Source: an optimization exercise on an open RTL-to-GDS flow (aim: small area, a short achievable clock period and few clock cycles). Production flows keep margins and buffers that such runs may drop. Only simulation tests tie the RTL to the original design; equivalence was not proved.

==> flow/design.v <==
module top (
	input		start,
	input		reset,
	input 	clk,
	input			load,
	input	[5:0]	load_addr,
	input	[7:0]	a_data,
	input	[7:0]	b_data,
	input	[5:0]	c_addr,
	output reg		done,
	output	[18:0]	c_data
	);
	reg [7:0] wa [0:63];
	reg [7:0] wb [0:63];
	reg [7:0] xa [0:63];
	reg [7:0] xb [0:63];
	reg busy;
	integer n;
	always @(posedge clk) begin
		if (load) begin
			wa[load_addr] <= a_data;
			wb[load_addr] <= b_data;
		end
		if (start)
			for (n = 0; n < 64; n = n + 1) begin
				xa[n] <= wa[n];
				xb[n] <= wb[n];
			end
	end
	always @(posedge clk) begin
		if (reset) begin
			done <= 1'b0;
			busy <= 1'b0;
		end else if (start) begin
			done <= 1'b0;
			busy <= 1'b1;
		end else if (busy) begin
			done <= 1'b1;
			busy <= 1'b0;
		end
	end
	wire [2:0] k = c_addr[2:0];
	wire [2:0] j = c_addr[5:3];
	reg signed [7:0] ra [0:7];
	reg signed [7:0] rb [0:7];
	reg signed [15:0] p [0:7];
	integer i;
	always @(*)
		for (i = 0; i < 8; i = i + 1) begin
			ra[i] = xa[{i[2:0], k}];
			rb[i] = xb[{j, i[2:0]}];
		end
	always @(posedge clk)
		for (i = 0; i < 8; i = i + 1)
			p[i] <= ra[i] * rb[i];
	assign c_data = p[0] + p[1] + p[2] + p[3] + p[4] + p[5] + p[6] + p[7];
endmodule
==> flow/run.sh <==
#!/bin/bash
# synth_recipe.tcl (not shown) runs the flow's synth.tcl, then flattens the netlist and writes it again
# the make line also repeats each setting of config.mk as NAME=value (left out here)
make -C /OpenROAD-flow-scripts/flow DESIGN_CONFIG=/design/flow/config.mk WORK_HOME=/design/flow/orfs CLKGATE_MAP_FILE= SYNTH_SCRIPT=/design/flow/synth_recipe.tcl finish
==> flow/config.mk <==
export PLATFORM = sky130hd
export DESIGN_NAME = top
export DESIGN_NICKNAME = top
export VERILOG_FILES = /design/flow/design.v
export SDC_FILE = /design/flow/constraint.sdc
export NUM_CORES = 4
export LEC_CHECK = 0
export CAP_MARGIN = 20
export CORE_MARGIN = 2
export CORE_UTILIZATION = 40
export SLEW_MARGIN = 20
==> flow/constraint.sdc <==
create_clock -name core_clock -period 7.0 [get_ports {clk}]
set_input_delay 1.4000 -clock core_clock [delete_from_list [all_inputs] [get_ports {clk}]]
set_output_delay 1.4000 -clock core_clock [all_outputs]
set_load 0.01 [all_outputs]
==> impl_metrics.env, run 1 <==
export IMPL_outcome="finished clean"
export IMPL_seq_area_share_pct=57.2
export IMPL_buffer_area_share_pct=5.07
export IMPL_skew_ps=39.5
export IMPL_grt_util_met2_pct=32.9
export IMPL_setup_ws_ps=283
export IMPL_die_w_um=494
export IMPL_hold_depth=0
export IMPL_diodes=5
export IMPL_n_clock_buffer=243
export IMPL_yosys_cell_types_count=87
export IMPL_cts_setup_buffers=1
export IMPL_syn_avg_cell_area_um2=16.2
export IMPL_multi_input_area_share_pct=25.2
export IMPL_root_buffer="clkbuf_16"
export IMPL_coreArea_um2=238000
export IMPL_grt_pass1_vias=51800
export IMPL_path_clk_slew_ps=70
export IMPL_tightestPinTransition_ps=1120
export IMPL_area_growth_pct=16.9
export IMPL_netlist_area_um2=95900
export IMPL_yosysSeqAreaShare_pct=66.9
export IMPL_dieArea_um2=244000
export IMPL_start_util_pct=40.3
export IMPL_multi_input_cells=2798
export IMPL_end_kind="primary output"
export IMPL_min_delay_start="wb[41][5]$_DFFE_PP_"
export IMPL_multi_input_area_um2=28300
export IMPL_synth_top_area_cell="edfxtp_1"
export IMPL_final_nets=7448
export IMPL_insertion_delay_ps=860
export IMPL_crit_end="c_data[17]"
export IMPL_synth_seq_cells=2178
Testbench counts, summed over its fixed seeds: cycles 3,680.
==> inputs of run 2 (changes only) <==
==> flow/design.v (replaced) <==
module top (
	input		start,
	input		reset,
	input 	clk,
	input			load,
	input	[5:0]	load_addr,
	input	[7:0]	a_data,
	input	[7:0]	b_data,
	input	[5:0]	c_addr,
	output reg		done,
	output	[18:0]	c_data
	);
	reg [7:0] wa [0:63];
	reg [7:0] wb [0:63];
	reg [7:0] xa [0:63];
	reg [7:0] xb [0:63];
	reg busy;
	integer n;
	always @(posedge clk) begin
		if (load) begin
			wa[load_addr] <= a_data;
			wb[load_addr] <= b_data;
		end
		if (start)
			for (n = 0; n < 64; n = n + 1) begin
				xa[n] <= wa[n];
				xb[n] <= wb[n];
			end
	end
	always @(posedge clk) begin
		if (reset) begin
			done <= 1'b0;
			busy <= 1'b0;
		end else if (start) begin
			done <= 1'b0;
			busy <= 1'b1;
		end else if (busy) begin
			done <= 1'b1;
			busy <= 1'b0;
		end
	end
	wire [2:0] k = c_addr[2:0];
	wire [2:0] j = c_addr[5:3];
	wire [7:0] ra0 = xa[{3'd0, k}], ra1 = xa[{3'd1, k}], ra2 = xa[{3'd2, k}], ra3 = xa[{3'd3, k}];
	wire [7:0] ra4 = xa[{3'd4, k}], ra5 = xa[{3'd5, k}], ra6 = xa[{3'd6, k}], ra7 = xa[{3'd7, k}];
	wire [7:0] rb0 = xb[{j, 3'd0}], rb1 = xb[{j, 3'd1}], rb2 = xb[{j, 3'd2}], rb3 = xb[{j, 3'd3}];
	wire [7:0] rb4 = xb[{j, 3'd4}], rb5 = xb[{j, 3'd5}], rb6 = xb[{j, 3'd6}], rb7 = xb[{j, 3'd7}];
	wire [8:0] pp0_0, pp0_1, pp0_2, pp0_3;
	wire [3:0] ng0;
	booth_row br0 (.a(ra0), .b(rb0), .p0(pp0_0), .p1(pp0_1), .p2(pp0_2), .p3(pp0_3), .ng(ng0));
	wire [8:0] pp1_0, pp1_1, pp1_2, pp1_3;
	wire [3:0] ng1;
	booth_row br1 (.a(ra1), .b(rb1), .p0(pp1_0), .p1(pp1_1), .p2(pp1_2), .p3(pp1_3), .ng(ng1));
	wire [8:0] pp2_0, pp2_1, pp2_2, pp2_3;
	wire [3:0] ng2;
	booth_row br2 (.a(ra2), .b(rb2), .p0(pp2_0), .p1(pp2_1), .p2(pp2_2), .p3(pp2_3), .ng(ng2));
	wire [8:0] pp3_0, pp3_1, pp3_2, pp3_3;
	wire [3:0] ng3;
	booth_row br3 (.a(ra3), .b(rb3), .p0(pp3_0), .p1(pp3_1), .p2(pp3_2), .p3(pp3_3), .ng(ng3));
	wire [8:0] pp4_0, pp4_1, pp4_2, pp4_3;
	wire [3:0] ng4;
	booth_row br4 (.a(ra4), .b(rb4), .p0(pp4_0), .p1(pp4_1), .p2(pp4_2), .p3(pp4_3), .ng(ng4));
	wire [8:0] pp5_0, pp5_1, pp5_2, pp5_3;
	wire [3:0] ng5;
	booth_row br5 (.a(ra5), .b(rb5), .p0(pp5_0), .p1(pp5_1), .p2(pp5_2), .p3(pp5_3), .ng(ng5));
	wire [8:0] pp6_0, pp6_1, pp6_2, pp6_3;
	wire [3:0] ng6;
	booth_row br6 (.a(ra6), .b(rb6), .p0(pp6_0), .p1(pp6_1), .p2(pp6_2), .p3(pp6_3), .ng(ng6));
	wire [8:0] pp7_0, pp7_1, pp7_2, pp7_3;
	wire [3:0] ng7;
	booth_row br7 (.a(ra7), .b(rb7), .p0(pp7_0), .p1(pp7_1), .p2(pp7_2), .p3(pp7_3), .ng(ng7));
	wire s1 = pp0_0[0] ^ ng0[0] ^ pp1_0[0];
	wire k2 = (pp0_0[0] & ng0[0]) | (pp0_0[0] & pp1_0[0]) | (ng0[0] & pp1_0[0]);
	wire s3 = ng1[0] ^ pp2_0[0] ^ ng2[0];
	wire k4 = (ng1[0] & pp2_0[0]) | (ng1[0] & ng2[0]) | (pp2_0[0] & ng2[0]);
	wire s5 = pp3_0[0] ^ ng3[0] ^ pp4_0[0];
	wire k6 = (pp3_0[0] & ng3[0]) | (pp3_0[0] & pp4_0[0]) | (ng3[0] & pp4_0[0]);
	wire s7 = ng4[0] ^ pp5_0[0] ^ ng5[0];
	wire k8 = (ng4[0] & pp5_0[0]) | (ng4[0] & ng5[0]) | (pp5_0[0] & ng5[0]);
	wire s9 = pp6_0[0] ^ ng6[0] ^ pp7_0[0];
	wire k10 = (pp6_0[0] & ng6[0]) | (pp6_0[0] & pp7_0[0]) | (ng6[0] & pp7_0[0]);
	wire s11 = pp0_0[1] ^ pp1_0[1] ^ pp2_0[1];
	wire k12 = (pp0_0[1] & pp1_0[1]) | (pp0_0[1] & pp2_0[1]) | (pp1_0[1] & pp2_0[1]);
	wire s13 = pp3_0[1] ^ pp4_0[1] ^ pp5_0[1];
	wire k14 = (pp3_0[1] & pp4_0[1]) | (pp3_0[1] & pp5_0[1]) | (pp4_0[1] & pp5_0[1]);
	wire s15 = pp0_0[2] ^ pp0_1[0] ^ ng0[1];
	wire k16 = (pp0_0[2] & pp0_1[0]) | (pp0_0[2] & ng0[1]) | (pp0_1[0] & ng0[1]);
	wire s17 = pp1_0[2] ^ pp1_1[0] ^ ng1[1];
	wire k18 = (pp1_0[2] & pp1_1[0]) | (pp1_0[2] & ng1[1]) | (pp1_1[0] & ng1[1]);
	wire s19 = pp2_0[2] ^ pp2_1[0] ^ ng2[1];
	wire k20 = (pp2_0[2] & pp2_1[0]) | (pp2_0[2] & ng2[1]) | (pp2_1[0] & ng2[1]);
	wire s21 = pp3_0[2] ^ pp3_1[0] ^ ng3[1];
	wire k22 = (pp3_0[2] & pp3_1[0]) | (pp3_0[2] & ng3[1]) | (pp3_1[0] & ng3[1]);
	wire s23 = pp4_0[2] ^ pp4_1[0] ^ ng4[1];
	wire k24 = (pp4_0[2] & pp4_1[0]) | (pp4_0[2] & ng4[1]) | (pp4_1[0] & ng4[1]);
	wire s25 = pp5_0[2] ^ pp5_1[0] ^ ng5[1];
	wire k26 = (pp5_0[2] & pp5_1[0]) | (pp5_0[2] & ng5[1]) | (pp5_1[0] & ng5[1]);
	wire s27 = pp6_0[2] ^ pp6_1[0] ^ ng6[1];
	wire k28 = (pp6_0[2] & pp6_1[0]) | (pp6_0[2] & ng6[1]) | (pp6_1[0] & ng6[1]);
	wire s29 = pp7_0[2] ^ pp7_1[0] ^ ng7[1];
	wire k30 = (pp7_0[2] & pp7_1[0]) | (pp7_0[2] & ng7[1]) | (pp7_1[0] & ng7[1]);
	wire s31 = pp0_0[3] ^ pp0_1[1] ^ pp1_0[3];
	wire k32 = (pp0_0[3] & pp0_1[1]) | (pp0_0[3] & pp1_0[3]) | (pp0_1[1] & pp1_0[3]);
	wire s33 = pp1_1[1] ^ pp2_0[3] ^ pp2_1[1];
	wire k34 = (pp1_1[1] & pp2_0[3]) | (pp1_1[1] & pp2_1[1]) | (pp2_0[3] & pp2_1[1]);
	wire s35 = pp3_0[3] ^ pp3_1[1] ^ pp4_0[3];
	wire k36 = (pp3_0[3] & pp3_1[1]) | (pp3_0[3] & pp4_0[3]) | (pp3_1[1] & pp4_0[3]);
	wire s37 = pp4_1[1] ^ pp5_0[3] ^ pp5_1[1];
	wire k38 = (pp4_1[1] & pp5_0[3]) | (pp4_1[1] & pp5_1[1]) | (pp5_0[3] & pp5_1[1]);
	wire s39 = pp6_0[3] ^ pp6_1[1] ^ pp7_0[3];
	wire k40 = (pp6_0[3] & pp6_1[1]) | (pp6_0[3] & pp7_0[3]) | (pp6_1[1] & pp7_0[3]);
	wire s41 = pp0_0[4] ^ pp0_1[2] ^ pp0_2[0];
	wire k42 = (pp0_0[4] & pp0_1[2]) | (pp0_0[4] & pp0_2[0]) | (pp0_1[2] & pp0_2[0]);
	wire s43 = ng0[2] ^ pp1_0[4] ^ pp1_1[2];
	wire k44 = (ng0[2] & pp1_0[4]) | (ng0[2] & pp1_1[2]) | (pp1_0[4] & pp1_1[2]);
	wire s45 = pp1_2[0] ^ ng1[2] ^ pp2_0[4];
	wire k46 = (pp1_2[0] & ng1[2]) | (pp1_2[0] & pp2_0[4]) | (ng1[2] & pp2_0[4]);
	wire s47 = pp2_1[2] ^ pp2_2[0] ^ ng2[2];
	wire k48 = (pp2_1[2] & pp2_2[0]) | (pp2_1[2] & ng2[2]) | (pp2_2[0] & ng2[2]);
	wire s49 = pp3_0[4] ^ pp3_1[2] ^ pp3_2[0];
	wire k50 = (pp3_0[4] & pp3_1[2]) | (pp3_0[4] & pp3_2[0]) | (pp3_1[2] & pp3_2[0]);
	wire s51 = ng3[2] ^ pp4_0[4] ^ pp4_1[2];
	wire k52 = (ng3[2] & pp4_0[4]) | (ng3[2] & pp4_1[2]) | (pp4_0[4] & pp4_1[2]);
	wire s53 = pp4_2[0] ^ ng4[2] ^ pp5_0[4];
	wire k54 = (pp4_2[0] & ng4[2]) | (pp4_2[0] & pp5_0[4]) | (ng4[2] & pp5_0[4]);
	wire s55 = pp5_1[2] ^ pp5_2[0] ^ ng5[2];
	wire k56 = (pp5_1[2] & pp5_2[0]) | (pp5_1[2] & ng5[2]) | (pp5_2[0] & ng5[2]);
	wire s57 = pp6_0[4] ^ pp6_1[2] ^ pp6_2[0];
	wire k58 = (pp6_0[4] & pp6_1[2]) | (pp6_0[4] & pp6_2[0]) | (pp6_1[2] & pp6_2[0]);
	wire s59 = ng6[2] ^ pp7_0[4] ^ pp7_1[2];
	wire k60 = (ng6[2] & pp7_0[4]) | (ng6[2] & pp7_1[2]) | (pp7_0[4] & pp7_1[2]);
	wire s61 = pp0_0[5] ^ pp0_1[3] ^ pp0_2[1];
	wire k62 = (pp0_0[5] & pp0_1[3]) | (pp0_0[5] & pp0_2[1]) | (pp0_1[3] & pp0_2[1]);
	wire s63 = pp1_0[5] ^ pp1_1[3] ^ pp1_2[1];
	wire k64 = (pp1_0[5] & pp1_1[3]) | (pp1_0[5] & pp1_2[1]) | (pp1_1[3] & pp1_2[1]);
	wire s65 = pp2_0[5] ^ pp2_1[3] ^ pp2_2[1];
	wire k66 = (pp2_0[5] & pp2_1[3]) | (pp2_0[5] & pp2_2[1]) | (pp2_1[3] & pp2_2[1]);
	wire s67 = pp3_0[5] ^ pp3_1[3] ^ pp3_2[1];
	wire k68 = (pp3_0[5] & pp3_1[3]) | (pp3_0[5] & pp3_2[1]) | (pp3_1[3] & pp3_2[1]);
	wire s69 = pp4_0[5] ^ pp4_1[3] ^ pp4_2[1];
	wire k70 = (pp4_0[5] & pp4_1[3]) | (pp4_0[5] & pp4_2[1]) | (pp4_1[3] & pp4_2[1]);
	wire s71 = pp5_0[5] ^ pp5_1[3] ^ pp5_2[1];
	wire k72 = (pp5_0[5] & pp5_1[3]) | (pp5_0[5] & pp5_2[1]) | (pp5_1[3] & pp5_2[1]);
	wire s73 = pp6_0[5] ^ pp6_1[3] ^ pp6_2[1];
	wire k74 = (pp6_0[5] & pp6_1[3]) | (pp6_0[5] & pp6_2[1]) | (pp6_1[3] & pp6_2[1]);
	wire s75 = pp7_0[5] ^ pp7_1[3] ^ pp7_2[1];
	wire k76 = (pp7_0[5] & pp7_1[3]) | (pp7_0[5] & pp7_2[1]) | (pp7_1[3] & pp7_2[1]);
	wire s77 = pp0_0[6] ^ pp0_1[4] ^ pp0_2[2];
	wire k78 = (pp0_0[6] & pp0_1[4]) | (pp0_0[6] & pp0_2[2]) | (pp0_1[4] & pp0_2[2]);
	wire s79 = pp0_3[0] ^ ng0[3] ^ pp1_0[6];
	wire k80 = (pp0_3[0] & ng0[3]) | (pp0_3[0] & pp1_0[6]) | (ng0[3] & pp1_0[6]);
	wire s81 = pp1_1[4] ^ pp1_2[2] ^ pp1_3[0];
	wire k82 = (pp1_1[4] & pp1_2[2]) | (pp1_1[4] & pp1_3[0]) | (pp1_2[2] & pp1_3[0]);
	wire s83 = ng1[3] ^ pp2_0[6] ^ pp2_1[4];
	wire k84 = (ng1[3] & pp2_0[6]) | (ng1[3] & pp2_1[4]) | (pp2_0[6] & pp2_1[4]);
	wire s85 = pp2_2[2] ^ pp2_3[0] ^ ng2[3];
	wire k86 = (pp2_2[2] & pp2_3[0]) | (pp2_2[2] & ng2[3]) | (pp2_3[0] & ng2[3]);
	wire s87 = pp3_0[6] ^ pp3_1[4] ^ pp3_2[2];
	wire k88 = (pp3_0[6] & pp3_1[4]) | (pp3_0[6] & pp3_2[2]) | (pp3_1[4] & pp3_2[2]);
	wire s89 = pp3_3[0] ^ ng3[3] ^ pp4_0[6];
	wire k90 = (pp3_3[0] & ng3[3]) | (pp3_3[0] & pp4_0[6]) | (ng3[3] & pp4_0[6]);
	wire s91 = pp4_1[4] ^ pp4_2[2] ^ pp4_3[0];
	wire k92 = (pp4_1[4] & pp4_2[2]) | (pp4_1[4] & pp4_3[0]) | (pp4_2[2] & pp4_3[0]);
	wire s93 = ng4[3] ^ pp5_0[6] ^ pp5_1[4];
	wire k94 = (ng4[3] & pp5_0[6]) | (ng4[3] & pp5_1[4]) | (pp5_0[6] & pp5_1[4]);
	wire s95 = pp5_2[2] ^ pp5_3[0] ^ ng5[3];
	wire k96 = (pp5_2[2] & pp5_3[0]) | (pp5_2[2] & ng5[3]) | (pp5_3[0] & ng5[3]);
	wire s97 = pp6_0[6] ^ pp6_1[4] ^ pp6_2[2];
	wire k98 = (pp6_0[6] & pp6_1[4]) | (pp6_0[6] & pp6_2[2]) | (pp6_1[4] & pp6_2[2]);
	wire s99 = pp6_3[0] ^ ng6[3] ^ pp7_0[6];
	wire k100 = (pp6_3[0] & ng6[3]) | (pp6_3[0] & pp7_0[6]) | (ng6[3] & pp7_0[6]);
	wire s101 = pp7_1[4] ^ pp7_2[2] ^ pp7_3[0];
	wire k102 = (pp7_1[4] & pp7_2[2]) | (pp7_1[4] & pp7_3[0]) | (pp7_2[2] & pp7_3[0]);
	wire s103 = pp0_0[7] ^ pp0_1[5] ^ pp0_2[3];
	wire k104 = (pp0_0[7] & pp0_1[5]) | (pp0_0[7] & pp0_2[3]) | (pp0_1[5] & pp0_2[3]);
	wire s105 = pp0_3[1] ^ pp1_0[7] ^ pp1_1[5];
	wire k106 = (pp0_3[1] & pp1_0[7]) | (pp0_3[1] & pp1_1[5]) | (pp1_0[7] & pp1_1[5]);
	wire s107 = pp1_2[3] ^ pp1_3[1] ^ pp2_0[7];
	wire k108 = (pp1_2[3] & pp1_3[1]) | (pp1_2[3] & pp2_0[7]) | (pp1_3[1] & pp2_0[7]);
	wire s109 = pp2_1[5] ^ pp2_2[3] ^ pp2_3[1];
	wire k110 = (pp2_1[5] & pp2_2[3]) | (pp2_1[5] & pp2_3[1]) | (pp2_2[3] & pp2_3[1]);
	wire s111 = pp3_0[7] ^ pp3_1[5] ^ pp3_2[3];
	wire k112 = (pp3_0[7] & pp3_1[5]) | (pp3_0[7] & pp3_2[3]) | (pp3_1[5] & pp3_2[3]);
	wire s113 = pp3_3[1] ^ pp4_0[7] ^ pp4_1[5];
	wire k114 = (pp3_3[1] & pp4_0[7]) | (pp3_3[1] & pp4_1[5]) | (pp4_0[7] & pp4_1[5]);
	wire s115 = pp4_2[3] ^ pp4_3[1] ^ pp5_0[7];
	wire k116 = (pp4_2[3] & pp4_3[1]) | (pp4_2[3] & pp5_0[7]) | (pp4_3[1] & pp5_0[7]);
	wire s117 = pp5_1[5] ^ pp5_2[3] ^ pp5_3[1];
	wire k118 = (pp5_1[5] & pp5_2[3]) | (pp5_1[5] & pp5_3[1]) | (pp5_2[3] & pp5_3[1]);
	wire s119 = pp6_0[7] ^ pp6_1[5] ^ pp6_2[3];
	wire k120 = (pp6_0[7] & pp6_1[5]) | (pp6_0[7] & pp6_2[3]) | (pp6_1[5] & pp6_2[3]);
	wire s121 = pp6_3[1] ^ pp7_0[7] ^ pp7_1[5];
	wire k122 = (pp6_3[1] & pp7_0[7]) | (pp6_3[1] & pp7_1[5]) | (pp7_0[7] & pp7_1[5]);
	wire s123 = ~pp0_0[8] ^ pp0_1[6] ^ pp0_2[4];
	wire k124 = (~pp0_0[8] & pp0_1[6]) | (~pp0_0[8] & pp0_2[4]) | (pp0_1[6] & pp0_2[4]);
	wire s125 = pp0_3[2] ^ ~pp1_0[8] ^ pp1_1[6];
	wire k126 = (pp0_3[2] & ~pp1_0[8]) | (pp0_3[2] & pp1_1[6]) | (~pp1_0[8] & pp1_1[6]);
	wire s127 = pp1_2[4] ^ pp1_3[2] ^ ~pp2_0[8];
	wire k128 = (pp1_2[4] & pp1_3[2]) | (pp1_2[4] & ~pp2_0[8]) | (pp1_3[2] & ~pp2_0[8]);
	wire s129 = pp2_1[6] ^ pp2_2[4] ^ pp2_3[2];
	wire k130 = (pp2_1[6] & pp2_2[4]) | (pp2_1[6] & pp2_3[2]) | (pp2_2[4] & pp2_3[2]);
	wire s131 = ~pp3_0[8] ^ pp3_1[6] ^ pp3_2[4];
	wire k132 = (~pp3_0[8] & pp3_1[6]) | (~pp3_0[8] & pp3_2[4]) | (pp3_1[6] & pp3_2[4]);
	wire s133 = pp3_3[2] ^ ~pp4_0[8] ^ pp4_1[6];
	wire k134 = (pp3_3[2] & ~pp4_0[8]) | (pp3_3[2] & pp4_1[6]) | (~pp4_0[8] & pp4_1[6]);
	wire s135 = pp4_2[4] ^ pp4_3[2] ^ ~pp5_0[8];
	wire k136 = (pp4_2[4] & pp4_3[2]) | (pp4_2[4] & ~pp5_0[8]) | (pp4_3[2] & ~pp5_0[8]);
	wire s137 = pp5_1[6] ^ pp5_2[4] ^ pp5_3[2];
	wire k138 = (pp5_1[6] & pp5_2[4]) | (pp5_1[6] & pp5_3[2]) | (pp5_2[4] & pp5_3[2]);
	wire s139 = ~pp6_0[8] ^ pp6_1[6] ^ pp6_2[4];
	wire k140 = (~pp6_0[8] & pp6_1[6]) | (~pp6_0[8] & pp6_2[4]) | (pp6_1[6] & pp6_2[4]);
	wire s141 = pp6_3[2] ^ ~pp7_0[8] ^ pp7_1[6];
	wire k142 = (pp6_3[2] & ~pp7_0[8]) | (pp6_3[2] & pp7_1[6]) | (~pp7_0[8] & pp7_1[6]);
	wire s143 = pp0_1[7] ^ pp0_2[5] ^ pp0_3[3];
	wire k144 = (pp0_1[7] & pp0_2[5]) | (pp0_1[7] & pp0_3[3]) | (pp0_2[5] & pp0_3[3]);
	wire s145 = pp1_1[7] ^ pp1_2[5] ^ pp1_3[3];
	wire k146 = (pp1_1[7] & pp1_2[5]) | (pp1_1[7] & pp1_3[3]) | (pp1_2[5] & pp1_3[3]);
	wire s147 = pp2_1[7] ^ pp2_2[5] ^ pp2_3[3];
	wire k148 = (pp2_1[7] & pp2_2[5]) | (pp2_1[7] & pp2_3[3]) | (pp2_2[5] & pp2_3[3]);
	wire s149 = pp3_1[7] ^ pp3_2[5] ^ pp3_3[3];
	wire k150 = (pp3_1[7] & pp3_2[5]) | (pp3_1[7] & pp3_3[3]) | (pp3_2[5] & pp3_3[3]);
	wire s151 = pp4_1[7] ^ pp4_2[5] ^ pp4_3[3];
	wire k152 = (pp4_1[7] & pp4_2[5]) | (pp4_1[7] & pp4_3[3]) | (pp4_2[5] & pp4_3[3]);
	wire s153 = pp5_1[7] ^ pp5_2[5] ^ pp5_3[3];
	wire k154 = (pp5_1[7] & pp5_2[5]) | (pp5_1[7] & pp5_3[3]) | (pp5_2[5] & pp5_3[3]);
	wire s155 = pp6_1[7] ^ pp6_2[5] ^ pp6_3[3];
	wire k156 = (pp6_1[7] & pp6_2[5]) | (pp6_1[7] & pp6_3[3]) | (pp6_2[5] & pp6_3[3]);
	wire s157 = pp7_1[7] ^ pp7_2[5] ^ pp7_3[3];
	wire k158 = (pp7_1[7] & pp7_2[5]) | (pp7_1[7] & pp7_3[3]) | (pp7_2[5] & pp7_3[3]);
	wire s159 = ~pp0_1[8] ^ pp0_2[6] ^ pp0_3[4];
	wire k160 = (~pp0_1[8] & pp0_2[6]) | (~pp0_1[8] & pp0_3[4]) | (pp0_2[6] & pp0_3[4]);
	wire s161 = ~pp1_1[8] ^ pp1_2[6] ^ pp1_3[4];
	wire k162 = (~pp1_1[8] & pp1_2[6]) | (~pp1_1[8] & pp1_3[4]) | (pp1_2[6] & pp1_3[4]);
	wire s163 = ~pp2_1[8] ^ pp2_2[6] ^ pp2_3[4];
	wire k164 = (~pp2_1[8] & pp2_2[6]) | (~pp2_1[8] & pp2_3[4]) | (pp2_2[6] & pp2_3[4]);
	wire s165 = ~pp3_1[8] ^ pp3_2[6] ^ pp3_3[4];
	wire k166 = (~pp3_1[8] & pp3_2[6]) | (~pp3_1[8] & pp3_3[4]) | (pp3_2[6] & pp3_3[4]);
	wire s167 = ~pp4_1[8] ^ pp4_2[6] ^ pp4_3[4];
	wire k168 = (~pp4_1[8] & pp4_2[6]) | (~pp4_1[8] & pp4_3[4]) | (pp4_2[6] & pp4_3[4]);
	wire s169 = ~pp5_1[8] ^ pp5_2[6] ^ pp5_3[4];
	wire k170 = (~pp5_1[8] & pp5_2[6]) | (~pp5_1[8] & pp5_3[4]) | (pp5_2[6] & pp5_3[4]);
	wire s171 = ~pp6_1[8] ^ pp6_2[6] ^ pp6_3[4];
	wire k172 = (~pp6_1[8] & pp6_2[6]) | (~pp6_1[8] & pp6_3[4]) | (pp6_2[6] & pp6_3[4]);
	wire s173 = ~pp7_1[8] ^ pp7_2[6] ^ pp7_3[4];
	wire k174 = (~pp7_1[8] & pp7_2[6]) | (~pp7_1[8] & pp7_3[4]) | (pp7_2[6] & pp7_3[4]);
	wire s175 = pp0_2[7] ^ pp0_3[5] ^ pp1_2[7];
	wire k176 = (pp0_2[7] & pp0_3[5]) | (pp0_2[7] & pp1_2[7]) | (pp0_3[5] & pp1_2[7]);
	wire s177 = pp1_3[5] ^ pp2_2[7] ^ pp2_3[5];
	wire k178 = (pp1_3[5] & pp2_2[7]) | (pp1_3[5] & pp2_3[5]) | (pp2_2[7] & pp2_3[5]);
	wire s179 = pp3_2[7] ^ pp3_3[5] ^ pp4_2[7];
	wire k180 = (pp3_2[7] & pp3_3[5]) | (pp3_2[7] & pp4_2[7]) | (pp3_3[5] & pp4_2[7]);
	wire s181 = pp4_3[5] ^ pp5_2[7] ^ pp5_3[5];
	wire k182 = (pp4_3[5] & pp5_2[7]) | (pp4_3[5] & pp5_3[5]) | (pp5_2[7] & pp5_3[5]);
	wire s183 = pp6_2[7] ^ pp6_3[5] ^ pp7_2[7];
	wire k184 = (pp6_2[7] & pp6_3[5]) | (pp6_2[7] & pp7_2[7]) | (pp6_3[5] & pp7_2[7]);
	wire s185 = ~pp0_2[8] ^ pp0_3[6] ^ ~pp1_2[8];
	wire k186 = (~pp0_2[8] & pp0_3[6]) | (~pp0_2[8] & ~pp1_2[8]) | (pp0_3[6] & ~pp1_2[8]);
	wire s187 = pp1_3[6] ^ ~pp2_2[8] ^ pp2_3[6];
	wire k188 = (pp1_3[6] & ~pp2_2[8]) | (pp1_3[6] & pp2_3[6]) | (~pp2_2[8] & pp2_3[6]);
	wire s189 = ~pp3_2[8] ^ pp3_3[6] ^ ~pp4_2[8];
	wire k190 = (~pp3_2[8] & pp3_3[6]) | (~pp3_2[8] & ~pp4_2[8]) | (pp3_3[6] & ~pp4_2[8]);
	wire s191 = pp4_3[6] ^ ~pp5_2[8] ^ pp5_3[6];
	wire k192 = (pp4_3[6] & ~pp5_2[8]) | (pp4_3[6] & pp5_3[6]) | (~pp5_2[8] & pp5_3[6]);
	wire s193 = ~pp6_2[8] ^ pp6_3[6] ^ ~pp7_2[8];
	wire k194 = (~pp6_2[8] & pp6_3[6]) | (~pp6_2[8] & ~pp7_2[8]) | (pp6_3[6] & ~pp7_2[8]);
	wire s195 = pp0_3[7] ^ pp1_3[7] ^ pp2_3[7];
	wire k196 = (pp0_3[7] & pp1_3[7]) | (pp0_3[7] & pp2_3[7]) | (pp1_3[7] & pp2_3[7]);
	wire s197 = pp3_3[7] ^ pp4_3[7] ^ pp5_3[7];
	wire k198 = (pp3_3[7] & pp4_3[7]) | (pp3_3[7] & pp5_3[7]) | (pp4_3[7] & pp5_3[7]);
	wire s199 = ~pp0_3[8] ^ ~pp1_3[8] ^ ~pp2_3[8];
	wire k200 = (~pp0_3[8] & ~pp1_3[8]) | (~pp0_3[8] & ~pp2_3[8]) | (~pp1_3[8] & ~pp2_3[8]);
	wire s201 = ~pp3_3[8] ^ ~pp4_3[8] ^ ~pp5_3[8];
	wire k202 = (~pp3_3[8] & ~pp4_3[8]) | (~pp3_3[8] & ~pp5_3[8]) | (~pp4_3[8] & ~pp5_3[8]);
	wire s203 = ~pp6_3[8] ^ ~pp7_3[8] ^ 1'b1;
	wire k204 = (~pp6_3[8] & ~pp7_3[8]) | (~pp6_3[8] & 1'b1) | (~pp7_3[8] & 1'b1);
	wire s205 = s1 ^ s3 ^ s5;
	wire k206 = (s1 & s3) | (s1 & s5) | (s3 & s5);
	wire s207 = s7 ^ s9 ^ ng7[0];
	wire k208 = (s7 & s9) | (s7 & ng7[0]) | (s9 & ng7[0]);
	wire s209 = k2 ^ k4 ^ k6;
	wire k210 = (k2 & k4) | (k2 & k6) | (k4 & k6);
	wire s211 = k8 ^ k10 ^ s11;
	wire k212 = (k8 & k10) | (k8 & s11) | (k10 & s11);
	wire s213 = s13 ^ pp6_0[1] ^ pp7_0[1];
	wire k214 = (s13 & pp6_0[1]) | (s13 & pp7_0[1]) | (pp6_0[1] & pp7_0[1]);
	wire s215 = k12 ^ k14 ^ s15;
	wire k216 = (k12 & k14) | (k12 & s15) | (k14 & s15);
	wire s217 = s17 ^ s19 ^ s21;
	wire k218 = (s17 & s19) | (s17 & s21) | (s19 & s21);
	wire s219 = s23 ^ s25 ^ s27;
	wire k220 = (s23 & s25) | (s23 & s27) | (s25 & s27);
	wire s221 = k16 ^ k18 ^ k20;
	wire k222 = (k16 & k18) | (k16 & k20) | (k18 & k20);
	wire s223 = k22 ^ k24 ^ k26;
	wire k224 = (k22 & k24) | (k22 & k26) | (k24 & k26);
	wire s225 = k28 ^ k30 ^ s31;
	wire k226 = (k28 & k30) | (k28 & s31) | (k30 & s31);
	wire s227 = s33 ^ s35 ^ s37;
	wire k228 = (s33 & s35) | (s33 & s37) | (s35 & s37);
	wire s229 = k32 ^ k34 ^ k36;
	wire k230 = (k32 & k34) | (k32 & k36) | (k34 & k36);
	wire s231 = k38 ^ k40 ^ s41;
	wire k232 = (k38 & k40) | (k38 & s41) | (k40 & s41);
	wire s233 = s43 ^ s45 ^ s47;
	wire k234 = (s43 & s45) | (s43 & s47) | (s45 & s47);
	wire s235 = s49 ^ s51 ^ s53;
	wire k236 = (s49 & s51) | (s49 & s53) | (s51 & s53);
	wire s237 = s55 ^ s57 ^ s59;
	wire k238 = (s55 & s57) | (s55 & s59) | (s57 & s59);
	wire s239 = k42 ^ k44 ^ k46;
	wire k240 = (k42 & k44) | (k42 & k46) | (k44 & k46);
	wire s241 = k48 ^ k50 ^ k52;
	wire k242 = (k48 & k50) | (k48 & k52) | (k50 & k52);
	wire s243 = k54 ^ k56 ^ k58;
	wire k244 = (k54 & k56) | (k54 & k58) | (k56 & k58);
	wire s245 = k60 ^ s61 ^ s63;
	wire k246 = (k60 & s61) | (k60 & s63) | (s61 & s63);
	wire s247 = s65 ^ s67 ^ s69;
	wire k248 = (s65 & s67) | (s65 & s69) | (s67 & s69);
	wire s249 = s71 ^ s73 ^ s75;
	wire k250 = (s71 & s73) | (s71 & s75) | (s73 & s75);
	wire s251 = k62 ^ k64 ^ k66;
	wire k252 = (k62 & k64) | (k62 & k66) | (k64 & k66);
	wire s253 = k68 ^ k70 ^ k72;
	wire k254 = (k68 & k70) | (k68 & k72) | (k70 & k72);
	wire s255 = k74 ^ k76 ^ s77;
	wire k256 = (k74 & k76) | (k74 & s77) | (k76 & s77);
	wire s257 = s79 ^ s81 ^ s83;
	wire k258 = (s79 & s81) | (s79 & s83) | (s81 & s83);
	wire s259 = s85 ^ s87 ^ s89;
	wire k260 = (s85 & s87) | (s85 & s89) | (s87 & s89);
	wire s261 = s91 ^ s93 ^ s95;
	wire k262 = (s91 & s93) | (s91 & s95) | (s93 & s95);
	wire s263 = s97 ^ s99 ^ s101;
	wire k264 = (s97 & s99) | (s97 & s101) | (s99 & s101);
	wire s265 = k78 ^ k80 ^ k82;
	wire k266 = (k78 & k80) | (k78 & k82) | (k80 & k82);
	wire s267 = k84 ^ k86 ^ k88;
	wire k268 = (k84 & k86) | (k84 & k88) | (k86 & k88);
	wire s269 = k90 ^ k92 ^ k94;
	wire k270 = (k90 & k92) | (k90 & k94) | (k92 & k94);
	wire s271 = k96 ^ k98 ^ k100;
	wire k272 = (k96 & k98) | (k96 & k100) | (k98 & k100);
	wire s273 = k102 ^ s103 ^ s105;
	wire k274 = (k102 & s103) | (k102 & s105) | (s103 & s105);
	wire s275 = s107 ^ s109 ^ s111;
	wire k276 = (s107 & s109) | (s107 & s111) | (s109 & s111);
	wire s277 = s113 ^ s115 ^ s117;
	wire k278 = (s113 & s115) | (s113 & s117) | (s115 & s117);
	wire s279 = s119 ^ s121 ^ pp7_2[3];
	wire k280 = (s119 & s121) | (s119 & pp7_2[3]) | (s121 & pp7_2[3]);
	wire s281 = k104 ^ k106 ^ k108;
	wire k282 = (k104 & k106) | (k104 & k108) | (k106 & k108);
	wire s283 = k110 ^ k112 ^ k114;
	wire k284 = (k110 & k112) | (k110 & k114) | (k112 & k114);
	wire s285 = k116 ^ k118 ^ k120;
	wire k286 = (k116 & k118) | (k116 & k120) | (k118 & k120);
	wire s287 = k122 ^ s123 ^ s125;
	wire k288 = (k122 & s123) | (k122 & s125) | (s123 & s125);
	wire s289 = s127 ^ s129 ^ s131;
	wire k290 = (s127 & s129) | (s127 & s131) | (s129 & s131);
	wire s291 = s133 ^ s135 ^ s137;
	wire k292 = (s133 & s135) | (s133 & s137) | (s135 & s137);
	wire s293 = s139 ^ s141 ^ pp7_2[4];
	wire k294 = (s139 & s141) | (s139 & pp7_2[4]) | (s141 & pp7_2[4]);
	wire s295 = k124 ^ k126 ^ k128;
	wire k296 = (k124 & k126) | (k124 & k128) | (k126 & k128);
	wire s297 = k130 ^ k132 ^ k134;
	wire k298 = (k130 & k132) | (k130 & k134) | (k132 & k134);
	wire s299 = k136 ^ k138 ^ k140;
	wire k300 = (k136 & k138) | (k136 & k140) | (k138 & k140);
	wire s301 = k142 ^ s143 ^ s145;
	wire k302 = (k142 & s143) | (k142 & s145) | (s143 & s145);
	wire s303 = s147 ^ s149 ^ s151;
	wire k304 = (s147 & s149) | (s147 & s151) | (s149 & s151);
	wire s305 = s153 ^ s155 ^ s157;
	wire k306 = (s153 & s155) | (s153 & s157) | (s155 & s157);
	wire s307 = k144 ^ k146 ^ k148;
	wire k308 = (k144 & k146) | (k144 & k148) | (k146 & k148);
	wire s309 = k150 ^ k152 ^ k154;
	wire k310 = (k150 & k152) | (k150 & k154) | (k152 & k154);
	wire s311 = k156 ^ k158 ^ s159;
	wire k312 = (k156 & k158) | (k156 & s159) | (k158 & s159);
	wire s313 = s161 ^ s163 ^ s165;
	wire k314 = (s161 & s163) | (s161 & s165) | (s163 & s165);
	wire s315 = s167 ^ s169 ^ s171;
	wire k316 = (s167 & s169) | (s167 & s171) | (s169 & s171);
	wire s317 = k160 ^ k162 ^ k164;
	wire k318 = (k160 & k162) | (k160 & k164) | (k162 & k164);
	wire s319 = k166 ^ k168 ^ k170;
	wire k320 = (k166 & k168) | (k166 & k170) | (k168 & k170);
	wire s321 = k172 ^ k174 ^ s175;
	wire k322 = (k172 & k174) | (k172 & s175) | (k174 & s175);
	wire s323 = s177 ^ s179 ^ s181;
	wire k324 = (s177 & s179) | (s177 & s181) | (s179 & s181);
	wire s325 = s183 ^ pp7_3[5] ^ 1'b1;
	wire k326 = (s183 & pp7_3[5]) | (s183 & 1'b1) | (pp7_3[5] & 1'b1);
	wire s327 = k176 ^ k178 ^ k180;
	wire k328 = (k176 & k178) | (k176 & k180) | (k178 & k180);
	wire s329 = k182 ^ k184 ^ s185;
	wire k330 = (k182 & k184) | (k182 & s185) | (k184 & s185);
	wire s331 = s187 ^ s189 ^ s191;
	wire k332 = (s187 & s189) | (s187 & s191) | (s189 & s191);
	wire s333 = s193 ^ pp7_3[6] ^ 1'b1;
	wire k334 = (s193 & pp7_3[6]) | (s193 & 1'b1) | (pp7_3[6] & 1'b1);
	wire s335 = k186 ^ k188 ^ k190;
	wire k336 = (k186 & k188) | (k186 & k190) | (k188 & k190);
	wire s337 = k192 ^ k194 ^ s195;
	wire k338 = (k192 & k194) | (k192 & s195) | (k194 & s195);
	wire s339 = s197 ^ pp6_3[7] ^ pp7_3[7];
	wire k340 = (s197 & pp6_3[7]) | (s197 & pp7_3[7]) | (pp6_3[7] & pp7_3[7]);
	wire s341 = k196 ^ k198 ^ s199;
	wire k342 = (k196 & k198) | (k196 & s199) | (k198 & s199);
	wire s343 = k200 ^ k202 ^ k204;
	wire k344 = (k200 & k202) | (k200 & k204) | (k202 & k204);
	wire s345 = k206 ^ k208 ^ s209;
	wire k346 = (k206 & k208) | (k206 & s209) | (k208 & s209);
	wire s347 = k210 ^ k212 ^ k214;
	wire k348 = (k210 & k212) | (k210 & k214) | (k212 & k214);
	wire s349 = s215 ^ s217 ^ s219;
	wire k350 = (s215 & s217) | (s215 & s219) | (s217 & s219);
	wire s351 = k216 ^ k218 ^ k220;
	wire k352 = (k216 & k218) | (k216 & k220) | (k218 & k220);
	wire s353 = s221 ^ s223 ^ s225;
	wire k354 = (s221 & s223) | (s221 & s225) | (s223 & s225);
	wire s355 = s227 ^ s39 ^ pp7_1[1];
	wire k356 = (s227 & s39) | (s227 & pp7_1[1]) | (s39 & pp7_1[1]);
	wire s357 = k222 ^ k224 ^ k226;
	wire k358 = (k222 & k224) | (k222 & k226) | (k224 & k226);
	wire s359 = k228 ^ s229 ^ s231;
	wire k360 = (k228 & s229) | (k228 & s231) | (s229 & s231);
	wire s361 = s233 ^ s235 ^ s237;
	wire k362 = (s233 & s235) | (s233 & s237) | (s235 & s237);
	wire s363 = k230 ^ k232 ^ k234;
	wire k364 = (k230 & k232) | (k230 & k234) | (k232 & k234);
	wire s365 = k236 ^ k238 ^ s239;
	wire k366 = (k236 & k238) | (k236 & s239) | (k238 & s239);
	wire s367 = s241 ^ s243 ^ s245;
	wire k368 = (s241 & s243) | (s241 & s245) | (s243 & s245);
	wire s369 = k240 ^ k242 ^ k244;
	wire k370 = (k240 & k242) | (k240 & k244) | (k242 & k244);
	wire s371 = k246 ^ k248 ^ k250;
	wire k372 = (k246 & k248) | (k246 & k250) | (k248 & k250);
	wire s373 = s251 ^ s253 ^ s255;
	wire k374 = (s251 & s253) | (s251 & s255) | (s253 & s255);
	wire s375 = s257 ^ s259 ^ s261;
	wire k376 = (s257 & s259) | (s257 & s261) | (s259 & s261);
	wire s377 = k252 ^ k254 ^ k256;
	wire k378 = (k252 & k254) | (k252 & k256) | (k254 & k256);
	wire s379 = k258 ^ k260 ^ k262;
	wire k380 = (k258 & k260) | (k258 & k262) | (k260 & k262);
	wire s381 = k264 ^ s265 ^ s267;
	wire k382 = (k264 & s265) | (k264 & s267) | (s265 & s267);
	wire s383 = s269 ^ s271 ^ s273;
	wire k384 = (s269 & s271) | (s269 & s273) | (s271 & s273);
	wire s385 = s275 ^ s277 ^ s279;
	wire k386 = (s275 & s277) | (s275 & s279) | (s277 & s279);
	wire s387 = k266 ^ k268 ^ k270;
	wire k388 = (k266 & k268) | (k266 & k270) | (k268 & k270);
	wire s389 = k272 ^ k274 ^ k276;
	wire k390 = (k272 & k274) | (k272 & k276) | (k274 & k276);
	wire s391 = k278 ^ k280 ^ s281;
	wire k392 = (k278 & k280) | (k278 & s281) | (k280 & s281);
	wire s393 = s283 ^ s285 ^ s287;
	wire k394 = (s283 & s285) | (s283 & s287) | (s285 & s287);
	wire s395 = s289 ^ s291 ^ s293;
	wire k396 = (s289 & s291) | (s289 & s293) | (s291 & s293);
	wire s397 = k282 ^ k284 ^ k286;
	wire k398 = (k282 & k284) | (k282 & k286) | (k284 & k286);
	wire s399 = k288 ^ k290 ^ k292;
	wire k400 = (k288 & k290) | (k288 & k292) | (k290 & k292);
	wire s401 = k294 ^ s295 ^ s297;
	wire k402 = (k294 & s295) | (k294 & s297) | (s295 & s297);
	wire s403 = s299 ^ s301 ^ s303;
	wire k404 = (s299 & s301) | (s299 & s303) | (s301 & s303);
	wire s405 = k296 ^ k298 ^ k300;
	wire k406 = (k296 & k298) | (k296 & k300) | (k298 & k300);
	wire s407 = k302 ^ k304 ^ k306;
	wire k408 = (k302 & k304) | (k302 & k306) | (k304 & k306);
	wire s409 = s307 ^ s309 ^ s311;
	wire k410 = (s307 & s309) | (s307 & s311) | (s309 & s311);
	wire s411 = s313 ^ s315 ^ s173;
	wire k412 = (s313 & s315) | (s313 & s173) | (s315 & s173);
	wire s413 = k308 ^ k310 ^ k312;
	wire k414 = (k308 & k310) | (k308 & k312) | (k310 & k312);
	wire s415 = k314 ^ k316 ^ s317;
	wire k416 = (k314 & k316) | (k314 & s317) | (k316 & s317);
	wire s417 = s319 ^ s321 ^ s323;
	wire k418 = (s319 & s321) | (s319 & s323) | (s321 & s323);
	wire s419 = k318 ^ k320 ^ k322;
	wire k420 = (k318 & k320) | (k318 & k322) | (k320 & k322);
	wire s421 = k324 ^ k326 ^ s327;
	wire k422 = (k324 & k326) | (k324 & s327) | (k326 & s327);
	wire s423 = s329 ^ s331 ^ s333;
	wire k424 = (s329 & s331) | (s329 & s333) | (s331 & s333);
	wire s425 = k328 ^ k330 ^ k332;
	wire k426 = (k328 & k330) | (k328 & k332) | (k330 & k332);
	wire s427 = k334 ^ s335 ^ s337;
	wire k428 = (k334 & s335) | (k334 & s337) | (s335 & s337);
	wire s429 = k336 ^ k338 ^ k340;
	wire k430 = (k336 & k338) | (k336 & k340) | (k338 & k340);
	wire s431 = s341 ^ s201 ^ s203;
	wire k432 = (s341 & s201) | (s341 & s203) | (s201 & s203);
	wire s433 = s345 ^ s211 ^ s213;
	wire k434 = (s345 & s211) | (s345 & s213) | (s211 & s213);
	wire s435 = k346 ^ s347 ^ s349;
	wire k436 = (k346 & s347) | (k346 & s349) | (s347 & s349);
	wire s437 = k348 ^ k350 ^ s351;
	wire k438 = (k348 & k350) | (k348 & s351) | (k350 & s351);
	wire s439 = k352 ^ k354 ^ k356;
	wire k440 = (k352 & k354) | (k352 & k356) | (k354 & k356);
	wire s441 = s357 ^ s359 ^ s361;
	wire k442 = (s357 & s359) | (s357 & s361) | (s359 & s361);
	wire s443 = k358 ^ k360 ^ k362;
	wire k444 = (k358 & k360) | (k358 & k362) | (k360 & k362);
	wire s445 = s363 ^ s365 ^ s367;
	wire k446 = (s363 & s365) | (s363 & s367) | (s365 & s367);
	wire s447 = k364 ^ k366 ^ k368;
	wire k448 = (k364 & k366) | (k364 & k368) | (k366 & k368);
	wire s449 = s369 ^ s371 ^ s373;
	wire k450 = (s369 & s371) | (s369 & s373) | (s371 & s373);
	wire s451 = s375 ^ s263 ^ ng7[3];
	wire k452 = (s375 & s263) | (s375 & ng7[3]) | (s263 & ng7[3]);
	wire s453 = k370 ^ k372 ^ k374;
	wire k454 = (k370 & k372) | (k370 & k374) | (k372 & k374);
	wire s455 = k376 ^ s377 ^ s379;
	wire k456 = (k376 & s377) | (k376 & s379) | (s377 & s379);
	wire s457 = s381 ^ s383 ^ s385;
	wire k458 = (s381 & s383) | (s381 & s385) | (s383 & s385);
	wire s459 = k378 ^ k380 ^ k382;
	wire k460 = (k378 & k380) | (k378 & k382) | (k380 & k382);
	wire s461 = k384 ^ k386 ^ s387;
	wire k462 = (k384 & k386) | (k384 & s387) | (k386 & s387);
	wire s463 = s389 ^ s391 ^ s393;
	wire k464 = (s389 & s391) | (s389 & s393) | (s391 & s393);
	wire s465 = k388 ^ k390 ^ k392;
	wire k466 = (k388 & k390) | (k388 & k392) | (k390 & k392);
	wire s467 = k394 ^ k396 ^ s397;
	wire k468 = (k394 & k396) | (k394 & s397) | (k396 & s397);
	wire s469 = s399 ^ s401 ^ s403;
	wire k470 = (s399 & s401) | (s399 & s403) | (s401 & s403);
	wire s471 = k398 ^ k400 ^ k402;
	wire k472 = (k398 & k400) | (k398 & k402) | (k400 & k402);
	wire s473 = k404 ^ s405 ^ s407;
	wire k474 = (k404 & s405) | (k404 & s407) | (s405 & s407);
	wire s475 = k406 ^ k408 ^ k410;
	wire k476 = (k406 & k408) | (k406 & k410) | (k408 & k410);
	wire s477 = k412 ^ s413 ^ s415;
	wire k478 = (k412 & s413) | (k412 & s415) | (s413 & s415);
	wire s479 = k414 ^ k416 ^ k418;
	wire k480 = (k414 & k416) | (k414 & k418) | (k416 & k418);
	wire s481 = s419 ^ s421 ^ s423;
	wire k482 = (s419 & s421) | (s419 & s423) | (s421 & s423);
	wire s483 = k420 ^ k422 ^ k424;
	wire k484 = (k420 & k422) | (k420 & k424) | (k422 & k424);
	wire s485 = s425 ^ s427 ^ s339;
	wire k486 = (s425 & s427) | (s425 & s339) | (s427 & s339);
	wire s487 = k426 ^ k428 ^ s429;
	wire k488 = (k426 & k428) | (k426 & s429) | (k428 & s429);
	wire s489 = k430 ^ k432 ^ k342;
	wire k490 = (k430 & k432) | (k430 & k342) | (k432 & k342);
	wire s491 = k434 ^ s435 ^ s29;
	wire k492 = (k434 & s435) | (k434 & s29) | (s435 & s29);
	wire s493 = k436 ^ s437 ^ s353;
	wire k494 = (k436 & s437) | (k436 & s353) | (s437 & s353);
	wire s495 = k438 ^ s439 ^ s441;
	wire k496 = (k438 & s439) | (k438 & s441) | (s439 & s441);
	wire s497 = k440 ^ k442 ^ s443;
	wire k498 = (k440 & k442) | (k440 & s443) | (k442 & s443);
	wire s499 = s445 ^ s247 ^ s249;
	wire k500 = (s445 & s247) | (s445 & s249) | (s247 & s249);
	wire s501 = k444 ^ k446 ^ s447;
	wire k502 = (k444 & k446) | (k444 & s447) | (k446 & s447);
	wire s503 = k448 ^ k450 ^ k452;
	wire k504 = (k448 & k450) | (k448 & k452) | (k450 & k452);
	wire s505 = s453 ^ s455 ^ s457;
	wire k506 = (s453 & s455) | (s453 & s457) | (s455 & s457);
	wire s507 = k454 ^ k456 ^ k458;
	wire k508 = (k454 & k456) | (k454 & k458) | (k456 & k458);
	wire s509 = s459 ^ s461 ^ s463;
	wire k510 = (s459 & s461) | (s459 & s463) | (s461 & s463);
	wire s511 = k460 ^ k462 ^ k464;
	wire k512 = (k460 & k462) | (k460 & k464) | (k462 & k464);
	wire s513 = s465 ^ s467 ^ s469;
	wire k514 = (s465 & s467) | (s465 & s469) | (s467 & s469);
	wire s515 = k466 ^ k468 ^ k470;
	wire k516 = (k466 & k468) | (k466 & k470) | (k468 & k470);
	wire s517 = s471 ^ s473 ^ s409;
	wire k518 = (s471 & s473) | (s471 & s409) | (s473 & s409);
	wire s519 = k472 ^ k474 ^ s475;
	wire k520 = (k472 & k474) | (k472 & s475) | (k474 & s475);
	wire s521 = s477 ^ s417 ^ s325;
	wire k522 = (s477 & s417) | (s477 & s325) | (s417 & s325);
	wire s523 = k476 ^ k478 ^ s479;
	wire k524 = (k476 & k478) | (k476 & s479) | (k478 & s479);
	wire s525 = k480 ^ k482 ^ s483;
	wire k526 = (k480 & k482) | (k480 & s483) | (k482 & s483);
	wire s527 = k484 ^ k486 ^ s487;
	wire k528 = (k484 & k486) | (k484 & s487) | (k486 & s487);
	wire s529 = k488 ^ s489 ^ s343;
	wire k530 = (k488 & s489) | (k488 & s343) | (s489 & s343);
	wire s531 = k490 ^ k344 ^ 1'b1;
	wire k532 = (k490 & k344) | (k490 & 1'b1) | (k344 & 1'b1);
	reg q0;
	reg q1;
	reg q2;
	reg q3;
	reg q4;
	reg q5;
	reg q6;
	reg q7;
	reg q8;
	reg q9;
	reg q10;
	reg q11;
	reg q12;
	reg q13;
	reg q14;
	reg q15;
	reg q16;
	reg q17;
	reg q18;
	reg q19;
	reg q20;
	reg q21;
	reg q22;
	reg q23;
	reg q24;
	reg q25;
	reg q26;
	reg q27;
	reg q28;
	reg q29;
	reg q30;
	reg q31;
	reg q32;
	reg q33;
	reg q34;
	reg q35;
	reg q36;
	reg q37;
	reg q38;
	reg q39;
	reg q40;
	reg q41;
	reg q42;
	reg q43;
	reg q44;
	reg q45;
	reg q46;
	reg q47;
	reg q48;
	reg q49;
	reg q50;
	reg q51;
	reg q52;
	reg q53;
	reg q54;
	reg q55;
	reg q56;
	reg q57;
	always @(posedge clk) begin
		q0 <= s205;
		q1 <= s207;
		q2 <= s433;
		q3 <= s491;
		q4 <= k492;
		q5 <= s493;
		q6 <= s355;
		q7 <= k494;
		q8 <= s495;
		q9 <= pp7_2[0];
		q10 <= ng7[2];
		q11 <= k496;
		q12 <= s497;
		q13 <= s499;
		q14 <= k498;
		q15 <= k500;
		q16 <= s501;
		q17 <= s449;
		q18 <= s451;
		q19 <= k502;
		q20 <= s503;
		q21 <= s505;
		q22 <= pp7_3[1];
		q23 <= k504;
		q24 <= k506;
		q25 <= s507;
		q26 <= s509;
		q27 <= s395;
		q28 <= pp7_3[2];
		q29 <= k508;
		q30 <= k510;
		q31 <= s511;
		q32 <= s513;
		q33 <= s305;
		q34 <= k512;
		q35 <= k514;
		q36 <= s515;
		q37 <= s517;
		q38 <= s411;
		q39 <= k516;
		q40 <= k518;
		q41 <= s519;
		q42 <= s521;
		q43 <= k520;
		q44 <= k522;
		q45 <= s523;
		q46 <= s481;
		q47 <= k524;
		q48 <= s525;
		q49 <= s485;
		q50 <= k526;
		q51 <= s527;
		q52 <= s431;
		q53 <= k528;
		q54 <= s529;
		q55 <= k530;
		q56 <= s531;
		q57 <= k532;
	end
	wire s533 = q14 ^ q15;
	wire k534 = q14 & q15;
	wire s535 = q19 ^ q20;
	wire k536 = q19 & q20;
	wire s537 = q23 ^ q24 ^ q25;
	wire k538 = (q23 & q24) | (q23 & q25) | (q24 & q25);
	wire s539 = q26 ^ q27;
	wire k540 = q26 & q27;
	wire s541 = q29 ^ q30 ^ q31;
	wire k542 = (q29 & q30) | (q29 & q31) | (q30 & q31);
	wire s543 = q32 ^ q33;
	wire k544 = q32 & q33;
	wire s545 = q34 ^ q35 ^ q36;
	wire k546 = (q34 & q35) | (q34 & q36) | (q35 & q36);
	wire s547 = q37 ^ q38;
	wire k548 = q37 & q38;
	wire s549 = q39 ^ q40 ^ q41;
	wire k550 = (q39 & q40) | (q39 & q41) | (q40 & q41);
	wire s551 = q43 ^ q44;
	wire k552 = q43 & q44;
	wire s553 = q7 ^ q8;
	wire k554 = q7 & q8;
	wire s555 = q11 ^ q12;
	wire k556 = q11 & q12;
	wire s557 = s533 ^ q16 ^ q17;
	wire k558 = (s533 & q16) | (s533 & q17) | (q16 & q17);
	wire s559 = k534 ^ s535 ^ q21;
	wire k560 = (k534 & s535) | (k534 & q21) | (s535 & q21);
	wire s561 = k536 ^ s537 ^ s539;
	wire k562 = (k536 & s537) | (k536 & s539) | (s537 & s539);
	wire s563 = k538 ^ k540 ^ s541;
	wire k564 = (k538 & k540) | (k538 & s541) | (k540 & s541);
	wire s565 = k542 ^ k544 ^ s545;
	wire k566 = (k542 & k544) | (k542 & s545) | (k544 & s545);
	wire s567 = k546 ^ k548 ^ s549;
	wire k568 = (k546 & k548) | (k546 & s549) | (k548 & s549);
	wire s569 = k550 ^ s551 ^ q45;
	wire k570 = (k550 & s551) | (k550 & q45) | (s551 & q45);
	wire s571 = k552 ^ q47 ^ q48;
	wire k572 = (k552 & q47) | (k552 & q48) | (q47 & q48);
	wire s573 = q50 ^ q51;
	wire k574 = q50 & q51;
	wire s575 = q4 ^ q5;
	wire k576 = q4 & q5;
	wire s577 = s553 ^ q9 ^ q10;
	wire k578 = (s553 & q9) | (s553 & q10) | (q9 & q10);
	wire s579 = k554 ^ s555 ^ q13;
	wire k580 = (k554 & s555) | (k554 & q13) | (s555 & q13);
	wire s581 = k556 ^ s557 ^ q18;
	wire k582 = (k556 & s557) | (k556 & q18) | (s557 & q18);
	wire s583 = k558 ^ s559 ^ q22;
	wire k584 = (k558 & s559) | (k558 & q22) | (s559 & q22);
	wire s585 = k560 ^ s561 ^ q28;
	wire k586 = (k560 & s561) | (k560 & q28) | (s561 & q28);
	wire s587 = k562 ^ s563 ^ s543;
	wire k588 = (k562 & s563) | (k562 & s543) | (s563 & s543);
	wire s589 = k564 ^ s565 ^ s547;
	wire k590 = (k564 & s565) | (k564 & s547) | (s565 & s547);
	wire s591 = k566 ^ s567 ^ q42;
	wire k592 = (k566 & s567) | (k566 & q42) | (s567 & q42);
	wire s593 = k568 ^ s569 ^ q46;
	wire k594 = (k568 & s569) | (k568 & q46) | (s569 & q46);
	wire s595 = k570 ^ s571 ^ q49;
	wire k596 = (k570 & s571) | (k570 & q49) | (s571 & q49);
	wire s597 = k572 ^ s573 ^ q52;
	wire k598 = (k572 & s573) | (k572 & q52) | (s573 & q52);
	wire s599 = k574 ^ q53 ^ q54;
	wire k600 = (k574 & q53) | (k574 & q54) | (q53 & q54);
	wire s601 = q55 ^ q56;
	wire k602 = q55 & q56;
	assign c_data = {1'b1, k602, k600, k598, k596, k594, k592, k590, k588, k586, k584, k582, k580, k578, k576, s575, q3, q2, q0} + {1'b0, q57, s601, s599, s597, s595, s593, s591, s589, s587, s585, s583, s581, s579, s577, q6, 1'b0, 1'b0, q1};
endmodule
module booth_row (
	input	[7:0]	a,
	input	[7:0]	b,
	output	[8:0]	p0, p1, p2, p3,
	output	[3:0]	ng
	);
	wire [8:0] b9 = {b, 1'b0};
	wire [8:0] a1 = {a[7], a};
	wire [8:0] a2 = {a, 1'b0};
	wire [8:0] p [0:3];
	genvar r;
	generate
		for (r = 0; r < 4; r = r + 1) begin : g
			wire lo = b9[2*r], mid = b9[2*r+1], hi = b9[2*r+2];
			wire one = lo ^ mid;
			wire two = (hi & ~mid & ~lo) | (~hi & mid & lo);
			wire [8:0] mag = one ? a1 : (two ? a2 : 9'd0);
			assign p[r] = mag ^ {9{hi}};
			assign ng[r] = hi;
		end
	endgenerate
	assign p0 = p[0];
	assign p1 = p[1];
	assign p2 = p[2];
	assign p3 = p[3];
endmodule
--- a/flow/config.mk
+++ b/flow/config.mk
@@ -8,4 +8,6 @@
 export CAP_MARGIN = 20
 export CORE_MARGIN = 2
-export CORE_UTILIZATION = 40
+export CORE_UTILIZATION = 60
+export CTS_BUF_LIST = sky130_fd_sc_hd__clkbuf_4 sky130_fd_sc_hd__clkbuf_8
+export PLACE_DENSITY = 0.72
 export SLEW_MARGIN = 20
==> run 2 against run 1 <==
- cell area decreased by 10%
- first-iteration DRC count increased by 58%
- synthesized area decreased by 8.5%
- synthesized cell count decreased by 9.5%
- critical path depth unchanged
- register-to-register slack improved by 50 ps
- count of clock-buffer cells in the layout increased by 195
- global-route usage increased by 16 points
- routed wire length increased by 9.9%
==> impl_metrics.env, run 2 <==
export IMPL_post_drt_wl_per_cell_um=32.6
export IMPL_die_w_um=386
export IMPL_rows=140
export IMPL_rrSetupSlack_ps=1550
export IMPL_path_clk_slew_ps=60
export IMPL_critical_path_slowest_cell="clkdlybuf4s50_1"
export IMPL_layout_drive_gt1_share_pct=22.4
export IMPL_coreArea_um2=145000
export IMPL_avgViaCountPerCell=6.48
export IMPL_setup_ws_ps=531
export IMPL_syn_avg_cell_area_um2=16.4
export IMPL_holdPathEnd="xb[42][5]$_DFFE_PP_"
export IMPL_ctsResizeCount=0
export IMPL_synth_edff_count=2048
export IMPL_dp_cells=7593
export IMPL_root_buffer="clkbuf_8"
export IMPL_outcome="finished clean"
export IMPL_place_ws_ps=-21.6
export IMPL_crit_required_ps=5600
export IMPL_clockBufferDepth=4
export IMPL_skew_ps=108
export IMPL_hold_violations=0
export IMPL_yosys_top_cells_area="edfxtp_1 (70%), fa_1 (6.0%), mux4_2 (1.9%), mux2i_1 (1.4%), dfxtp_1 (1.4%)"
export IMPL_finalSetupViolCount=0
export IMPL_rr_worst_depth=16
export IMPL_period_share_pct=92.4
export IMPL_tightestPinTransition_ps=1240
export IMPL_synth_top_area_cell="edfxtp_1"
export IMPL_netlist_area_um2=87700
export IMPL_track_usage_pct=35.8
export IMPL_gr_total_overflow=0
export IMPL_crit_type="flip-flop to primary output"
export IMPL_r2r_start="xb[28][3]$_DFFE_PP_"
export IMPL_start_util_pct=60.3
export IMPL_cts_made_buffers=338
export IMPL_final_cell_mix="edfxtp_1 (2,048), buf_4 (531), clkbuf_8 (343), inv_1 (292), fa_1 (264)"
export IMPL_worstPathCellList="fa_1 > fa_1 > inv_1 > fa_1 > inv_1 > ha_1 > a21o_1 > a21o_1 > a21oi_1 > o21ai_0 > a2111oi_0 > nor3_1 > xor2_1 > clkdlybuf4s50_1"
export IMPL_seq_area_um2=62700
export IMPL_yosys_area_top_type_share_pct=70.1
export IMPL_end_kind="primary output"
export IMPL_final_cells=8165
export IMPL_pin_count=52
export IMPL_syn_inst=5337
export IMPL_crit_top_cell="fa_1"
export IMPL_area_growth_pct=14.9
export IMPL_ctsHoldBuffers=0
export IMPL_grt_pass1_wl_mm=369
export IMPL_worst_setup_path_start_kind="flip-flop"
export IMPL_worst_ep_arrival_time_ps=5070
export IMPL_synth_main_ff_cell="edfxtp_1"
export IMPL_syn_nets=5665
export IMPL_layout_commonest_cell="edfxtp_1"
export IMPL_final_max_slew_viol_count=0
export IMPL_antenna_found_initial=10
export IMPL_multi_input_area_um2=22900
export IMPL_htreeDepth=5
export IMPL_drt_first_pass_iters=6
export IMPL_yosysSeqAreaShare_pct=71.5
export IMPL_synth_warnings=4
export IMPL_insertion_delay_ps=1050
export IMPL_worst_path_buf_inv=3
export IMPL_synth_seq_cells=2108
export IMPL_hp_class="flip-flop to flip-flop"
export IMPL_fp_dieH_um=386
export IMPL_hold_depth=0
export IMPL_grt_max_degree=158
export IMPL_critPathTopFamily="adder cells"
export IMPL_crit_cells=14
export IMPL_routabilityCongestion=1.02
export IMPL_final_nets=6347
export IMPL_slowest_delay_ps=560
export IMPL_cts_tree="built"
export IMPL_rr_endpoint="q45$_DFF_P_"
export IMPL_fillers=9375
export IMPL_port_buffer_count=51
export IMPL_grt_pass1_vias=50000
export IMPL_stdcell_area_um2=101000
export IMPL_yosys_top_cells_count="edfxtp_1 (2,048), inv_1 (293), nor2_1 (279)"
export IMPL_max_slew_margin_pct=17.4
export IMPL_place_area_um2=94500
export IMPL_drt_total_wl_mm=266
export IMPL_cts_setup_buffers=0
export IMPL_synth_most_common_cell="edfxtp_1"
export IMPL_cp_max_fo=6
export IMPL_drtIter0Drc=8423
export IMPL_dieArea_um2=149000
export IMPL_finalCriticalPeriod_ps=6470
export IMPL_rsz0062_at_grt="false"
export IMPL_clock_fmax_mhz=155
export IMPL_clock_sinks=2108
export IMPL_min_delay_start="wb[42][5]$_DFFE_PP_"
export IMPL_drc=0
export IMPL_num_vias=52900
export IMPL_yosys_cell_types_count=95
export IMPL_final_antenna_net_count=0
export IMPL_async_reset_ff_share_pct=0
export IMPL_hpwl_mm=186
export IMPL_finalSetupTns_ps=0
export IMPL_cap_violations=0
[run 2: cell type report]
class	instances	share of cell area, %
Sequential cell	2108	62.2
Multi-Input combinational cell	2639	22.7
Timing Repair Buffer	633	5.45
Clock buffer	438	5.39
Tap cell	1917	2.38
Inverter	299	1.11
Clock inverter	126	0.736
Antenna cell	5	0.0124
[run 2: how the worst max path moves through the flow]
stage	slack [ps]	end	startpoint
after floorplan	750	q26$_DFF_P_	c_addr[4]
after global placement	-150	q21$_DFF_P_	c_addr[0]
after detailed placement	-20	q32$_DFF_P_	c_addr[5]
after CTS	440	c_data[17]	q34$_DFF_P_
after global routing	210	c_data[17]	q34$_DFF_P_
final	530	c_data[17]	q34$_DFF_P_
[run 2: kinds of logic (layout without fill, tap and decap cells)]
| kind of cell | after synthesis | after routing | share of synthesized area (%) |
|---|---|---|---|
| xor gates and xnor gates | 92 | 92 | 0.919 |
| and+or+nand+nor | 796 | 796 | 4.19 |
| AOI/OAI and AO/OA | 1127 | 1127 | 9.13 |
| other | 0 | 5 | 0 |
| muxes | 291 | 291 | 4.50 |
| DFF | 2108 | 2108 | 71.5 |
| adders and majority gates | 333 | 333 | 6.91 |
| buffers and inverters | 590 | 1496 | 2.87 |
[run 2: stage by stage]
stage / utilization (%) / hold WS, ps
after floorplan: - / 400
after global placement: 65.0 / 400
after detailed placement: 65.0 / 405
after CTS: 69.3 / 315
after global routing: 69.3 / 343
final: 69.3 / 325
[run 2: metal layers]
metal / routed length (um) / track usage, % / vias up / share of wire (%)
met5: 13 / 0 / - / 0.0049
met4: 10500 / 13.3 / 2 / 4.0
met3: 30600 / 7.81 / 580 / 12
met2: 120000 / 53.3 / 3637 / 45
met1: 105000 / 52.6 / 26700 / 39
li1: - / - / 22000 / -
Testbench counts of run 2, summed over its fixed seeds: cycles 3,680.

==> re-timing with driven ports <==
The flow's constraints put no driver on any port. The routed layouts listed below were extracted and timed again, unchanged, in two steps.
Step 1 assumes that a clkbuf_16 drives the clock port and a buf_2 every other input.
Step 2 also shifts input and output timing later by t, the mid clock arrival at the registers, as if the neighbouring blocks saw the same clock.
a / b / c = no drivers / after step 1 / after step 2; a / b = the first two.
| run | t (ns) | setup slack, ns | hold slack, ns | worst setup path after step 2 | worst slew at a driven data input, ns |
|---|---|---|---|---|---|
| run 1 | 0.938 | 0.283 / 0.184 / -0.173 | 0.395 / 0.395 / 0.395 | input to register | 0.17 |
| run 2 | 1.061 | 0.531 / 0.455 / -0.290 | 0.325 / 0.325 / 0.325 | input to register | 0.05 |
With both steps, setup timing fails in run 1 and run 2, where it was met with ideal ports. For run 2, which loses most, drivers alone change the setup slack by -0.076 ns; drivers and shift together by -0.821 ns.
